From an optimization exercise on the open Yosys and OpenROAD flow, aimed at small area; shortcuts taken in it are not production practice.
The RTL was checked by simulation tests, not by an equivalence proof against the original design.
Power is estimated from default activity; no workload was simulated.

**config.mk**
```make
export PLATFORM = sky130hd
export DESIGN_NAME = BitEpicness
export DESIGN_NICKNAME = BitEpicness
export VERILOG_FILES = /design/flow/design.v
export SDC_FILE = /design/flow/constraint.sdc
export NUM_CORES = 4
export LEC_CHECK = 0
export CAP_MARGIN = 20
export CORE_MARGIN = 2
export CORE_UTILIZATION = 40
export SLEW_MARGIN = 20
```
**constraint.sdc**
```tcl
create_clock -name core_clock -period 9.0 [get_ports {clk}]
set_input_delay 1.8000 -clock core_clock [delete_from_list [all_inputs] [get_ports {clk}]]
set_output_delay 1.8000 -clock core_clock [all_outputs]
set_load 0.01 [all_outputs]
```
**design.v**
```verilog
module BitEpicness(input clk, input Reset, input [31:0] INPUT_interupt, input [31:0] INPUT_PortData, output [31:0] OUTPUT_PortData, output OUTPUT_WritePort,
		output OUTPUT_ReadPort, output [4:0] OUTPUT_PortAddress, output [31:0] iAddress, input [15:0] iDataOut,
		output [31:0] dAddress, output [31:0] dDataIn, output dWrite, output d32bit, input [31:0] dDataOut,
		output [31:0] baseAddress, input externalStall);
	integer i;
	reg [31:0] PC;
	reg        lastLDI;                       
	reg        prevStallable, prevStall, prevExtStall;
	reg        fz;                            
	reg [15:7] R_Ih;
	reg [6:3]  R_Im;                          
	reg [2:0]  R_Il;
	reg [31:0] R_PC;
	reg        R_v, R_w;
	reg [15:7] E_Ih;
	reg [6:3]  E_Im;
	reg [2:0]  E_Il;
	reg [31:0] E_PC;
	reg        E_v, E_w, E_W;
	reg [3:0]  E_T;
	reg [31:0] E_opA, E_opB;                  
	reg [3:0]  E_a3;                          
	reg [4:0]  M_op;
	reg [6:3]  M_ca;
	reg [2:0]  M_cf;
	reg [31:0] M_PC, M_out, M_P;            
	reg        M_v, M_w, M_W, M_lt;
	reg [3:0]  M_T;
	reg [32*16-1:32] rf;
	reg [15:1] rf_v;
	reg [31:0] epc, cause, osTemp, mode, baseReg, imask;
	reg        epc_v, cause_v, osTemp_v, mode_v;
	reg [31:0] ibuf;
	reg [4:0]  icnt;                          
	reg [3:0]  idelay;
	reg        ienabled;
	wire [15:0] R_I = {R_Ih, R_Im, R_Il};
	wire [15:0] E_I = {E_Ih, E_Im, E_Il};
	wire [15:0] I  = iDataOut;
	wire [4:0]  fo = I[15:11];
	wire [3:0]  fA = I[15] ? I[11:8] : I[10:7];
	wire [3:0]  fB = I[15] ? I[7:4]  : I[6:3];
	wire [3:0]  fC = I[3:0];
	wire [4:0] ro = R_I[15:11];
	wire [3:0] rA = R_I[15] ? R_I[11:8] : R_I[10:7];
	wire [3:0] rB = R_I[15] ? R_I[7:4]  : R_I[6:3];
	wire [3:0] rC = R_I[3:0];
	wire J = R_w & (ro[4:1] == 4'b0000);                     
	wire r_rw = (ro[4:2] == 3'b000 & ro[0])                  
	          | (ro[4:2] == 3'b001)                          
	          | (ro[4:1] == 4'b0100 & (ro[0] | R_I[0]))      
	          | (ro[4:2] == 3'b011)                          
	          | (ro[4:3] == 2'b11 & ~ro[1]);                 
	wire [3:0] r_T = (ro[4:2] == 3'b011) ? 4'd14
	               : (ro[4:2] == 3'b000 & ro[0]) ? 4'd15
	               : rA;
	wire xv = R_v & ~exmask;                                 
	wire r_mem  = ro[4:3] == 2'b11;
	wire r_br   = ro[4:3] == 2'b10;
	wire r_move = ro == 5'b00100;
	wire r_neg  = ro == 5'b00110;
	wire r_not  = ro == 5'b00111;
	wire r_addi = ro == 5'b01100;
	wire r_ori  = ro == 5'b01101;
	wire r_alu  = ro == 5'b01110;
	wire r_sll  = ro == 5'b01111;
	wire selAB = xv & (r_mem | r_move | r_neg | r_not);      
	wire sbImm = xv & (r_addi | r_ori | r_sll);              
	wire sbB   = xv & (r_not | r_neg | r_alu | r_br);        
	wire sbZ   = xv & r_move;                                
	wire [3:0] a1 = selAB ? rB : rA;
	wire [3:0] a2 = sbB ? rB : rC;
	wire [3:0] a3 = r_br ? rC : rA;
	wire z1 = xv & (r_neg | r_not | (r_alu & R_I[2:1] == 2'b10));  
	wire z2 = sbImm | sbZ;
	wire [4:0] eo = E_I[15:11];
	wire [2:0] ef = E_I[2:0];
	wire e_mem  = eo[4:3] == 2'b11;
	wire e_br   = eo[4:3] == 2'b10;
	wire e_move = eo == 5'b00100;
	wire e_neg  = eo == 5'b00110;
	wire e_not  = eo == 5'b00111;
	wire e_addi = eo == 5'b01100;
	wire e_ori  = eo == 5'b01101;
	wire e_alu  = eo == 5'b01110;
	wire e_sll  = eo == 5'b01111;
	wire [2:0] aop = ~E_v ? 3'b000
	               : e_alu ? ef
	               : (e_move | e_ori) ? 3'b010
	               : e_neg ? 3'b100
	               : e_not ? 3'b101
	               : e_sll ? 3'b011
	               : e_br ? 3'b111
	               : 3'b000;
	wire eJR = E_w & (eo[4:1] == 4'b0001);                   
	wire [31:0] opA = E_opA;
	wire [31:0] opB = E_opB;
	wire iB  = aop[2];                                       
	wire cin = aop[2] & (aop[1] | ~aop[0]);                  
	wire [31:0] X = opA;
	wire [31:0] Y = iB ? ~opB : opB;
	reg [32:0] G, P;
	integer l, j;
	always @* begin
		G = {X & Y, cin};
		P = {X ^ Y, 1'b0};
		for (l = 0; l < 5; l = l + 1)
			for (j = (2 << l) - 1; j < 33; j = j + (2 << l)) begin
				G[j] = G[j] | (P[j] & G[j - (1 << l)]);
				P[j] = P[j] & P[j - (1 << l)];
			end
		for (l = 4; l >= 0; l = l - 1)
			for (j = 3 * (1 << l) - 1; j < 33; j = j + (2 << l)) begin
				G[j] = G[j] | (P[j] & G[j - (1 << l)]);
				P[j] = P[j] & P[j - (1 << l)];
			end
	end
	wire [31:0] sum = (X ^ Y) ^ G[31:0];
	wire eq = &(X ^ Y);                                      
	wire lt = (opA[31] ^ opB[31]) ? opA[31] : ~G[32];        
	wire [4:0]  k  = opB[4:0];
	wire [31:0] q0 = k[0] ? {opA[30:0], opA[31]}    : opA;
	wire [31:0] q1 = k[1] ? {q0[29:0], q0[31:30]}   : q0;
	wire [31:0] q2 = k[2] ? {q1[27:0], q1[31:28]}   : q1;
	wire [31:0] q3 = k[3] ? {q2[23:0], q2[31:24]}   : q2;
	wire [31:0] q4 = k[4] ? {q3[15:0], q3[31:16]}   : q3;
	wire [31:0] hm = 32'hFFFFFFFF << k;
	wire [31:0] shres = q4 & (hm ^ {32{opB[5]}});
	wire a_and = ~fz & (aop == 3'b001);
	wire a_or  = ~fz & (aop == 3'b010);
	wire a_sh  = ~fz & (aop == 3'b011);
	wire a_eq  = ~fz & (aop == 3'b111);
	wire a_sum = ~fz & ~(a_and | a_or | a_sh | a_eq);
	wire [31:0] Gx = X & Y, Px = X ^ Y;                      
	wire [31:0] aluout = ({32{a_and | a_or}} & Gx)
	                   | ({32{a_or}} & Px)
	                   | ({32{a_sh}} & shres)
	                   | {31'd0, a_eq & eq}
	                   | ({32{a_sum}} & sum);
	wire m_sys  = M_op == 5'b01000;
	wire en     = M_v & m_sys;                               
	wire isBranch = M_v & (M_op[4:3] == 2'b10);
	wire [1:0] BT = {~M_op[2], M_op[1]};                     
	assign dWrite = M_w & (M_op[4:3] == 2'b11) & M_op[1];    
	assign d32bit = M_v & (M_op[4:2] == 3'b110);             
	assign dAddress = M_out;
	assign dDataIn = M_P;
	wire writeReg  = en & (M_cf == 3'b000);
	wire readPort  = en & (M_cf == 3'b011);
	wire writePort = en & (M_cf == 3'b010);
	wire intEnable = en & (M_cf == 3'b101);
	wire swi       = en & (M_cf == 3'b110);
	wire intDisable = (en & (M_cf == 3'b100)) | swi;
	wire hwint = ienabled & ibuf[icnt];
	wire interupt = hwint | swi;
	assign OUTPUT_PortAddress = {1'b0, M_ca};
	assign OUTPUT_ReadPort = readPort;
	assign OUTPUT_WritePort = writePort;
	assign OUTPUT_PortData = M_P;
	assign baseAddress = baseReg;
	wire [31:0] imm16 = {(M_op[2] & E_I[15]) ? 16'hFFFF : 16'h0000, E_I};
	wire w_ld   = M_op[4];
	wire w_link = ~M_op[4] & (M_op[3:2] == 2'b00);
	wire w_imm  = ~M_op[4] & ((M_op[3:2] == 2'b01 & M_op[1:0] == 2'b01) | (M_op[3:2] == 2'b10 & M_op[0]));
	wire w_sys  = ~M_op[4] & (M_op[3:2] == 2'b10) & ~M_op[0];
	wire w_out  = ~M_op[4] & ((M_op[3:2] == 2'b11) | (M_op[3:2] == 2'b01 & M_op[1:0] != 2'b01));
	wire w_port = w_sys & (M_cf[2:1] == 2'b01);
	wire w_reg  = w_sys & (M_cf[2:1] == 2'b00);
	wire [31:0] wbdata = ({32{w_ld}} & dDataOut)
	                   | ({32{w_link}} & (M_PC + 32'd1))
	                   | ({32{w_imm}} & imm16)
	                   | ({32{w_out}} & M_out)
	                   | ({32{w_port}} & INPUT_PortData)
	                   | ({32{w_reg & (M_ca == 4'd0) & epc_v}} & epc)
	                   | ({32{w_reg & (M_ca == 4'd1) & cause_v}} & cause)
	                   | ({32{w_reg & (M_ca == 4'd2)}} & baseReg)
	                   | ({32{w_reg & (M_ca == 4'd3)}} & imask)
	                   | ({32{w_reg & (M_ca == 4'd4) & osTemp_v}} & osTemp)
	                   | ({32{w_reg & (M_ca == 4'd5) & mode_v}} & mode);
	wire E = M_out[0], L = M_lt;
	wire willBranch = isBranch & ((BT == 2'b00) ? E : (BT == 2'b01) ? ~E : (BT == 2'b10) ? ~(L | E) : L);
	wire stallIn  = prevStallable & ~prevStall & ((rA == fA) | (rA == fB) | (rA == fC));
	wire stallOut = externalStall & (~lastLDI | prevExtStall);
	wire stall = stallIn | stallOut;
	wire memmask = willBranch | interupt;
	wire exmask  = memmask | eJR;
	wire regmask = exmask | J | stall;
	wire p_br  = ~interupt & willBranch;
	wire p_jr  = ~interupt & ~willBranch & eJR;
	wire p_j   = ~interupt & ~willBranch & ~eJR & J;
	wire p_seq = ~interupt & ~willBranch & ~eJR & ~J;
	wire [31:0] pcnext = {28'd0, interupt, 2'b00, interupt}
	                   | ({32{p_br}} & M_P)
	                   | ({32{p_jr}} & E_opA)
	                   | ({32{p_j}} & {21'd0, R_I[10:0]})
	                   | ({32{p_seq}} & (PC + {31'd0, ~stall}));
	wire [31:0] pcHold = memmask ? M_PC : E_PC;
	assign iAddress = PC;
	wire isStallable = ~regmask & (((fo[4:3] == 2'b11) & ~fo[1]) | (fo == 5'b01000));
	wire rfwe = M_W & ~interupt;
	wire h1E = E_W & (E_T == a1), h1M = M_W & (M_T == a1);
	wire h2E = E_W & (E_T == a2), h2M = M_W & (M_T == a2);
	wire h3M = M_W & (M_T == E_a3);
	wire n1 = ~(h1E | h1M | z1), n2 = ~(h2E | h2M | z2), n3 = ~h3M;
	wire g1 = ~z1, g2 = ~z2;
	reg [31:0] nOpA, nOpB, nP;
	always @* begin
		nOpA = ({32{g1 & h1E}} & aluout) | ({32{g1 & ~h1E & h1M}} & wbdata);
		nOpB = ({32{g2 & h2E}} & aluout) | ({32{g2 & ~h2E & h2M}} & wbdata)
		     | ({32{sbImm}} & {{25{R_I[6]}}, R_I[6:0]});
		nP   = {32{h3M}} & M_out;
		for (i = 1; i < 16; i = i + 1) begin
			nOpA = nOpA | ({32{n1 & rf_v[i] & (a1 == i)}} & rf[32*i +: 32]);
			nOpB = nOpB | ({32{n2 & rf_v[i] & (a2 == i)}} & rf[32*i +: 32]);
			nP   = nP   | ({32{n3 & rf_v[i] & (E_a3 == i)}} & rf[32*i +: 32]);
		end
	end
	always @(posedge clk or posedge Reset)
		if (Reset) begin
			PC <= 32'd0;
			lastLDI <= 1'b0;
			prevStallable <= 1'b0;
			prevStall <= 1'b0;
			prevExtStall <= 1'b0;
			R_Im <= 4'd0;
			R_v <= 1'b0;
			R_w <= 1'b0;
			E_Im <= 4'd0;
			E_v <= 1'b0;
			E_w <= 1'b0;
			E_W <= 1'b0;
			fz <= 1'b1;
			M_ca <= 4'd0;
			M_v <= 1'b0;
			M_w <= 1'b0;
			M_W <= 1'b0;
			M_out <= 32'd0;
			rf_v <= 15'd0;
			epc_v <= 1'b0;
			cause_v <= 1'b0;
			osTemp_v <= 1'b0;
			mode_v <= 1'b0;
			baseReg <= 32'd0;
			imask <= 32'hFFFFFFFF;
			ibuf <= 32'd0;
			icnt <= 5'd0;
			idelay <= 4'd0;
			ienabled <= 1'b0;
		end else begin
			PC <= pcnext;
			lastLDI <= (fo == 5'b00101 | fo == 5'b01001) & ~lastLDI & ~regmask;
			prevStallable <= isStallable;
			prevStall <= stall;
			prevExtStall <= externalStall;
			R_Im <= I[6:3];
			R_v <= ~regmask;
			R_w <= ~regmask & ~lastLDI;
			E_Im <= R_Im;
			E_v <= R_v & ~exmask;
			E_w <= R_w & ~exmask;
			E_W <= R_w & r_rw & (r_T != 4'd0) & ~exmask;
			fz <= 1'b0;
			M_ca <= E_Im;
			M_v <= E_v & ~memmask;
			M_w <= E_w & ~memmask;
			M_W <= E_W & ~memmask;
			M_out <= aluout;
			for (i = 1; i < 16; i = i + 1)
				if (rfwe & (M_T == i)) rf_v[i] <= 1'b1;
			if (interupt) epc_v <= 1'b1;
			if (interupt) cause_v <= 1'b1;
			if (writeReg & (M_ca == 4'd4)) osTemp_v <= 1'b1;
			if (writeReg & (M_ca == 4'd5)) mode_v <= 1'b1;
			if (interupt) baseReg <= 32'd256;
			else if (writeReg & (M_ca == 4'd2)) baseReg <= M_P;
			if (writeReg & (M_ca == 4'd3)) imask <= M_P;
			ibuf <= (ibuf | (INPUT_interupt & imask)) & ~({31'd0, ienabled} << icnt);
			icnt <= icnt + 5'd1;
			idelay <= {intEnable, idelay[3:1]};
			if (intDisable | hwint) ienabled <= 1'b0;
			else if (idelay[0]) ienabled <= 1'b1;
		end
	always @(posedge clk) begin
		R_Ih <= I[15:7];
		R_Il <= I[2:0];
		if (~(lastLDI | regmask) | exmask)
			R_PC <= exmask ? pcHold : PC;
		E_Ih <= R_Ih;
		E_Il <= R_Il;
		E_PC <= exmask ? pcHold : R_PC;
		E_T <= r_T;
		E_a3 <= a3;
		E_opA <= nOpA;
		E_opB <= nOpB;
		M_op <= E_I[15:11];
		M_cf <= E_I[2:0];
		if (~memmask) M_PC <= E_PC;
		M_lt <= lt;
		M_P <= nP;
		M_T <= E_T;
		for (i = 1; i < 16; i = i + 1)
			if (rfwe & (M_T == i)) rf[32*i +: 32] <= wbdata;
		if (interupt) epc <= M_PC;
		if (hwint) cause <= {27'd0, icnt};
		else if (swi) cause <= M_P;
		if (writeReg & (M_ca == 4'd4)) osTemp <= M_P;
		if (writeReg & (M_ca == 4'd5)) mode <= M_P;
	end
endmodule
```
**flow/run.sh**
```bash
#!/bin/bash
# Own layout flow: the standard flow (standard.sh: ORFS from synthesis to
# the routed layout) with these changes:
#  - synthesis is the standard synthesis script with ABC's mapping script
#    replaced by the area-oriented flow/abc.script (see flow/synth.tcl); the
#    registers are mapped before ABC, so they are the standard ones;
#  - the input and output port buffers are the smallest buffer, buf_1;
#  - clock tree synthesis inserts no dummy loads and builds the tree from
#    clkbuf_8 cells, with clusters of at most 14 sinks within 60 um.
# make's output goes to flow.log here; ORFS keeps each step's log in orfs/logs/.
set -euo pipefail
here=$(pwd)
export BUFFER_PORTS_ARGS="-buffer_cell sky130_fd_sc_hd__buf_1"
export CTS_ARGS="-sink_clustering_enable -repair_clock_nets -dont_use_dummy_load -buf_list sky130_fd_sc_hd__clkbuf_8 -sink_clustering_size 14 -sink_clustering_max_diameter 60"
sed -E "s#SYNTH_SCRIPT=[^ ]+#SYNTH_SCRIPT=$here/flow/synth.tcl#" standard.sh > own_standard.sh
grep -q "SYNTH_SCRIPT=$here/flow/synth.tcl" own_standard.sh
bash own_standard.sh finish > flow.log 2>&1
```
**flow/abc.script**
```
&get -n
&st
&syn2
&dch -f
&nf -R 1000 -p
&st
&dch -f
&nf -R 1000 -p
&put
```
**flow/synth.tcl**
```tcl
# The standard synthesis (synth_recipe.tcl) with one change: ABC maps with
# the area-oriented script abc.script beside this file instead of ORFS's
# abc_speed.script. Registers are mapped before ABC runs, so they are the
# standard synthesis's registers.
proc synth {args} { yosys synth -nofsm -noshare {*}$args }
set ::area_abc_script [file join [file dirname [file normalize [info script]]] abc.script]
proc abc {args} {
  set i [lsearch -exact $args -script]
  if { $i >= 0 } { lset args [expr {$i + 1}] $::area_abc_script }
  yosys abc {*}$args
}
source $::env(SCRIPTS_DIR)/synth.tcl
# left out here: clear keep_hierarchy, flatten, clean up, hide names made inside functions, write 1_2_yosys.v
```
**standard.sh**
```bash
#!/bin/bash
# synth_recipe.tcl (not shown) runs the flow's synth.tcl, then flattens the netlist and writes it again
# the make line also repeats each setting of config.mk as NAME=value (left out here)
make -C /OpenROAD-flow-scripts/flow DESIGN_CONFIG=/design/flow/config.mk WORK_HOME=/design/flow/orfs CLKGATE_MAP_FILE= SYNTH_SCRIPT=/design/flow/synth_recipe.tcl "${@:-finish}"
```
==> impl_metrics.json, run 1 <==
{
  "avgSynthCellArea_sq_um": 12.2,
  "gp_congestion": 1.00,
  "clk_pin_slew_ns": 0.10,
  "area_delta_synth_final_pct": 11.6,
  "dp_hpwl_um": 146000,
  "p_leak_nw": 18.0,
  "cts_buffers": 95,
  "seq_area_frac_synth_pct": 59.0,
  "ys_async_sr_fraction_pct": 20.1,
  "grt_pass1_wl_um": 320000,
  "die_x_um": 351,
  "rsz0062_at_grt": "false",
  "dpl_worst_slack_ns": 0.737,
  "gr-usage-all-layers_pct": 37.0,
  "tightest_slew_ns": 1.27,
  "yosysTopAreaCell": "edfxtp_1",
  "maxCapViolations": 0,
  "synth_most_common_cell": "edfxtp_1",
  "cts.sinks": 1058,
  "arrival_ns": 8.95,
  "ys_top_cells_by_count": "edfxtp_1, nand2_1, a22oi_1",
  "cts_max_path_buffers": 3,
  "clock_latency_ns": 0.86,
  "worst_path_largest_cell_delay_ns": 0.49,
  "end_kind": "flop",
  "start_util_pct": 40.3,
  "synth.area.top_cells": "edfxtp_1, dfxtp_1, dfrtp_1",
  "vias": 44000,
  "finalSetupViolCount": 0,
  "ys_ff_latch": 1058,
  "ios": 284,
  "ys.flop_type": "edfxtp_1",
  "fp-row-count": 127,
  "final_hold_viol_count": 0,
  "synth-edff-count": 613,
  "irDropWorstVdd_mv": 0.108,
  "cp_num_buf_inv": 2,
  "status": "timing/DRC/antenna clean",
  "port_buffers": 282,
  "cp_top_family": "compound AO/OA/AOI/OAI gates",
  "period_share_pct": 91.4,
  "dieHeight_um": 351,
  "fmax_mhz": 122,
  "route.detailed.wl_per_inst_um": 38.9,
  "period_needed_ns": 8.23,
  "drive_above_1_share_pct": 7.36,
  "skew_ns": 0.115,
  "holdBufCountCts": 0,
  "cts_resized": 0,
  "vias_per_cell": 7.28,
  "drc": 0,
  "cp-start-kind": "flop",
  "setup_ws_ns": 0.771,
  "ant_nets": 0,
  "dieArea_sq_um": 123000,
  "cts_tree": "done",
  "synth_cells": 3943,
  "yosysTopAreaCellShare_pct": 38.2,
  "finalNetCount": 4600,
  "cts_root_buf": "clkbuf_8",
  "drt_iter0_markers": 10100,
  "grt_max_degree": 109,
  "post_cts_buffers": 0,
  "ys_warn_count": 1,
  "ys_types": 57,
  "cp_max_fo": 9,
  "utilization_pct": 44.9,
  "nFillCells": 11100,
  "grt_pass1_vias": 41200,
  "grt_overflow_total": 0,
  "crit_type": "reg2reg",
  "antenna_found_initial": 15,
  "cp.required_ns": 9.72,
  "hold_class": "reg2reg",
  "finalWirelength_um": 235000,
  "placeableCoreArea_sq_um": 120000,
  "fin_setup_tns_ns": 0,
  "syn_area_sq_um": 48200,
  "p_per_area_nw_per_um2": 221,
  "htreeDepth": 3,
  "crit_top_cell": "nor2_1",
  "slowest_stage": "fa_1",
  "maxSlewViolCount": 0,
  "drt_first_pass_iters": 15,
  "slew_headroom_pct": 15.4
}
[report_power, final]
part           switching (mW)  internal [mW]  total (mW)
registers               0.901           5.65        6.55
logic                    1.88          0.935        2.81
clock network            1.61          0.937        2.55
total                    4.39           7.52        11.9
[placed cells by master, fill, tap and decap left out, types with 17 or more instances in the layout]
master    instances
edfxtp_1        613
nand2_1         303
a22oi_1         300
a222oi_1        287
buf_1           282
a21oi_1         266
dfxtp_1         228
dfrtp_1         180
nor2_1          174
o21ai_0         137
buf_4           135
a22o_1          112
and3_1          109
a221oi_1        101
clkbuf_8         95
nand3_1          88
mux2_1           79
xnor2_1          73
clkinv_1         72
nand4_1          72
o21a_1           67
nor3_1           60
and4_1           52
nand2b_1         49
mux2i_1          46
o22ai_1          44
xor2_1           40
ha_1             36
dfstp_2          33
nor2b_1          25
or2_0            23
o221ai_1         23
nor2_4           17
fa_1             17
[flip-flops by register name (all words and copies together), names as in the netlist, 15 cells and up]
| name | cells |
|---|---|
| rf | 480 |
| E_PC | 32 |
| E_opA | 32 |
| E_opB | 32 |
| M_PC | 32 |
| M_P | 32 |
| M_out | 32 |
| PC | 32 |
| R_PC | 32 |
| baseReg | 32 |
| cause | 32 |
| epc | 32 |
| ibuf | 32 |
| imask | 32 |
| mode | 32 |
| osTemp | 32 |
| rf_v | 15 |
[area by class of cell]
cell class | instances | area (sq um) | area share (%)
sequential | 1058 | 28400 | 52.9
multi-input combinational | 2778 | 19500 | 36.3
timing repair buffer | 425 | 2230 | 4.15
tap | 1612 | 2020 | 3.75
clock buffer | 95 | 1310 | 2.43
inverter | 74 | 285 | 0.530
antenna | 5 | 12.5 | 0.0233
[metal layers]
metal  vias up  track usage [%]  wire, um
li1      17300                -         -
met1     21400             46.1     83800
met2      4190             53.9     97100
met3      1174             15.2     36700
met4        12             20.8     17200
met5         -             1.84       287
[cell families after synthesis]
| family | after synthesis | synth area share, % |
|---|---|---|
| DFF | 1058 | 59.0 |
| adders and majority gates | 53 | 1.64 |
| other | 1 | 0.00778 |
| and+or+nand+nor | 1058 | 11.2 |
| muxes | 126 | 2.85 |
| xor gates and xnor gates | 113 | 2.05 |
| buffers and inverters | 108 | 1.11 |
| AOI/OAI and AO/OA | 1426 | 22.2 |
[through the flow]
stage                     instance area (sq um)  std cells  total power [mW]  hold slack, ns
after floorplan                           48200       3944              7.74           0.331
after global placement                    52500       5947              9.26           0.335
after CTS                                 53800       6042              11.7           0.367
after detailed placement                  52500       5947              9.28           0.342
final                                     53800       6047              11.9           0.368
after global routing                      53800       6045              12.2           0.380
[path summary, 6_finish.rpt]
check,start,end,cells past startpoint,slack (ns)
min in group asynchronous,Reset,M_ca[4]$_DFF_PP0_,2,1.11
hold / removal,idelay[3]$_DFF_PP0_,idelay[2]$_DFF_PP0_,0,0.37
setup reg to reg,E_Ih[15]$_DFF_P_,E_opB[31]$_DFF_P_,32,0.77
max in group asynchronous,Reset,M_out[20]$_DFF_PP0_,3,6.62
hold reg to reg,idelay[3]$_DFF_PP0_,idelay[2]$_DFF_PP0_,0,0.37
setup / recovery,E_Ih[15]$_DFF_P_,E_opB[31]$_DFF_P_,32,0.77
==> run 2: changes to the inputs <==
--- a/flow/run.sh
+++ b/flow/run.sh
@@ -8,3 +8,3 @@
 #  - clock tree synthesis inserts no dummy loads and builds the tree from
-#    clkbuf_8 cells, with clusters of at most 14 sinks within 60 um.
+#    clkbuf_4 cells, with clusters of at most 8 sinks within 40 um.
 # make's output goes to flow.log here; ORFS keeps each step's log in orfs/logs/.
@@ -13,3 +13,3 @@
 export BUFFER_PORTS_ARGS="-buffer_cell sky130_fd_sc_hd__buf_1"
-export CTS_ARGS="-sink_clustering_enable -repair_clock_nets -dont_use_dummy_load -buf_list sky130_fd_sc_hd__clkbuf_8 -sink_clustering_size 14 -sink_clustering_max_diameter 60"
+export CTS_ARGS="-sink_clustering_enable -repair_clock_nets -dont_use_dummy_load -buf_list sky130_fd_sc_hd__clkbuf_4 -sink_clustering_size 8 -sink_clustering_max_diameter 40"
 sed -E "s#SYNTH_SCRIPT=[^ ]+#SYNTH_SCRIPT=$here/flow/synth.tcl#" standard.sh > own_standard.sh
==> impl_metrics.json, run 2 <==
{
  "fin_total_pwr_mw": 11.9,
  "finalSetupViolCount": 0,
  "ant_nets": 0,
  "ys.flop_type": "edfxtp_1",
  "dp_hpwl_um": 146000,
  "synth-edff-count": 613,
  "clock_latency_ns": 1.25,
  "dieHeight_um": 351,
  "drive_above_1_share_pct": 8.84,
  "crit_top_cell": "nor2_1",
  "slowest_stage": "a2111oi_0",
  "syn_area_sq_um": 48200,
  "cts_tree": "done",
  "drc": 0,
  "clk_pin_slew_ns": 0.09,
  "slew_headroom_pct": 11.5,
  "synth_cells": 3943,
  "area_delta_synth_final_pct": 11.5,
  "tightest_slew_ns": 1.33,
  "status": "timing/DRC/antenna clean",
  "arrival_ns": 9.36,
  "cts_buffers": 168,
  "holdBufCountCts": 0,
  "grt_overflow_total": 0,
  "fin_setup_tns_ns": 0,
  "end_kind": "flop",
  "grtUsageMet1_pct": 46.0,
  "grt_use_met3_pct": 16.2,
  "largest_reg_flops": 480,
  "yosysTopAreaCellShare_pct": 38.2,
  "cts_max_path_buffers": 3,
  "route.detailed.wl_per_inst_um": 38.5,
  "largest-register": "rf",
  "period_share_pct": 92.1,
  "gp_congestion": 1.00,
  "grt_pass1_vias": 41600,
  "finalWirelength_um": 236000,
  "seq_area_frac_synth_pct": 59.0,
  "grt_util_met2_pct": 54.3,
  "finalNetCount": 4673,
  "post_cts_buffers": 0,
  "fin_area_sq_um": 53700,
  "synth_most_common_cell": "edfxtp_1",
  "drt_first_pass_iters": 15,
  "port_buffers": 282,
  "maxSlewViolCount": 0,
  "p_per_area_nw_per_um2": 221,
  "busiest_layer": "met2",
  "ys_types": 57,
  "placeableCoreArea_sq_um": 120000,
  "p_leak_nw": 18.1,
  "final_cell_mix": "edfxtp_1, nand2_1, a22oi_1, a222oi_1, buf_1",
  "worst_path_largest_cell_delay_ns": 0.49,
  "maxCapViolations": 0,
  "crit_type": "reg2reg",
  "r2r_start": "E_Ih[15]$_DFF_P_",
  "cp-start-kind": "flop",
  "rsz0062_at_grt": "false",
  "cts.sinks": 1058,
  "ys_async_sr_fraction_pct": 20.1,
  "dpl_worst_slack_ns": 0.737,
  "ios": 284,
  "skew_ns": 0.155,
  "postPlaceCellArea_sq_um": 52500,
  "setup_ws_ns": 0.711,
  "nFillCells": 11200,
  "ys_top_cells_by_count": "edfxtp_1, nand2_1, a22oi_1",
  "cp_max_fo": 9,
  "hold_class": "reg2reg",
  "irDropWorstVdd_mv": 0.124,
  "dieArea_sq_um": 123000,
  "drt_iter0_markers": 9697,
  "antenna_found_initial": 11,
  "cts_root_buf": "clkbuf_4",
  "utilization_pct": 44.9,
  "htreeDepth": 4,
  "fp-row-count": 127,
  "vias_per_cell": 7.26,
  "mostFrequentLayoutCell": "edfxtp_1",
  "grt_pass1_wl_um": 322000,
  "gr-usage-all-layers_pct": 37.3,
  "period_needed_ns": 8.29,
  "ys_ff_latch": 1058,
  "avgSynthCellArea_sq_um": 12.2,
  "vias": 44500,
  "fmax_mhz": 121,
  "final_hold_viol_count": 0,
  "ys_warn_count": 1,
  "start_util_pct": 40.3,
  "critPathLaunch": "E_Ih[15]$_DFF_P_",
  "synth.area.top_cells": "edfxtp_1, dfxtp_1, dfrtp_1",
  "die_x_um": 351,
  "grt_max_degree": 109,
  "min-delay-start": "E_Il[0]$_DFF_P_",
  "yosysTopAreaCell": "edfxtp_1",
  "cts_resized": 0,
  "cp.required_ns": 10.07
}
-- run 2: cell counts after synthesis --
No cell type changed its count.
-- run 2: final timing paths --
| path | end | slack (ns) | depth (start not counted) |
|---|---|---|---|
| max | E_opB[31]$_DFF_P_ | 0.71 | 32 |
| min | M_cf[0]$_DFF_P_ | 0.33 | 0 |
| max reg2reg | E_opB[31]$_DFF_P_ | 0.71 | 32 |
| min reg2reg | M_cf[0]$_DFF_P_ | 0.33 | 0 |
| max in group asynchronous | M_out[20]$_DFF_PP0_ | 6.99 | 3 |
| min in group asynchronous | M_ca[4]$_DFF_PP0_ | 0.72 | 2 |
-- run 2: logic make-up (layout without fill, tap and decap cells) --
group                      count (synthesis)  after routing  synth area share, %
buffers and inverters                    108            667                 1.11
other                                      1             13              0.00778
AOI/OAI and AO/OA                       1426           1426                 22.2
muxes                                    126            126                 2.85
DFF                                     1058           1058                 59.0
adders and majority gates                 53             53                 1.64
xor gates and xnor gates                 113            113                 2.05
and+or+nand+nor                         1058           1058                 11.2
-- run 2: through the flow --
step | cells | hold WS (ns)
detailed placement | 5947 | 0.342
global placement | 5947 | 0.335
finish | 6126 | 0.325
CTS | 6115 | 0.353
global route | 6119 | 0.357
floorplan | 3944 | 0.331
-- run 2: worst max-delay path, delay by kind of cell, from the launching register on --
| family | cells | cell delay (ns) |
|---|---|---|
| and+or+nand+nor | 11 | 1.34 |
| AOI/OAI and AO/OA | 17 | 5.05 |
| buffers and inverters | 2 | 0.42 |
| DFF | 1 | 0.47 |
| adders and majority gates | 2 | 0.92 |
-- run 2: area by class of cell --
cell class / instances / area (sq um) / area share (%)
inverters: 74 / 285 / 0.531
repair buffers: 425 / 2230 / 4.15
well taps: 1612 / 2020 / 3.75
flip-flops and latches: 1058 / 28400 / 52.9
multi-input cells: 2778 / 19500 / 36.3
clock buffers: 168 / 1260 / 2.35
diodes: 11 / 27.5 / 0.0512
-- run 2: layer usage --
layer | vias to the layer above | share of wire [%]
li1 | 17500 | -
met1 | 21500 | 35
met2 | 4281 | 42
met3 | 1175 | 16
met4 | 12 | 7.4
met5 | - | 0.12
-- run 2: where the power goes --
| group | total (mW) | switching, mW | internal (mW) |
|---|---|---|---|
| sequential | 6.56 | 0.906 | 5.65 |
| clock | 2.51 | 1.66 | 0.852 |
| combinational | 2.81 | 1.88 | 0.933 |
| total | 11.9 | 4.44 | 7.44 |

## re-timing with driven ports
Ports are ideal in the flow. The routed layouts listed here were re-timed in OpenROAD. Step 1 (the two cells are an assumption about what drives the block):
set clk [get_ports {clk}]
set_driving_cell -lib_cell sky130_fd_sc_hd__clkbuf_16 $clk
set_driving_cell -lib_cell sky130_fd_sc_hd__buf_2 [delete_from_list [all_inputs] $clk]
Step 2 also shifts input and output timing later by t, the mid clock arrival at the registers, as if the neighbouring blocks saw the same clock. a / b / c = no drivers / after step 1 / after step 2; a / b = the first two.
run | t (ns) | setup slack, ns | worst setup path at the end
run 1 | 0.874 | 0.771 / 0.771 / 0.771 | register to register
run 2 | 1.248 | 0.711 / 0.711 / 0.711 | register to register
After both steps every run listed still meets setup and hold.
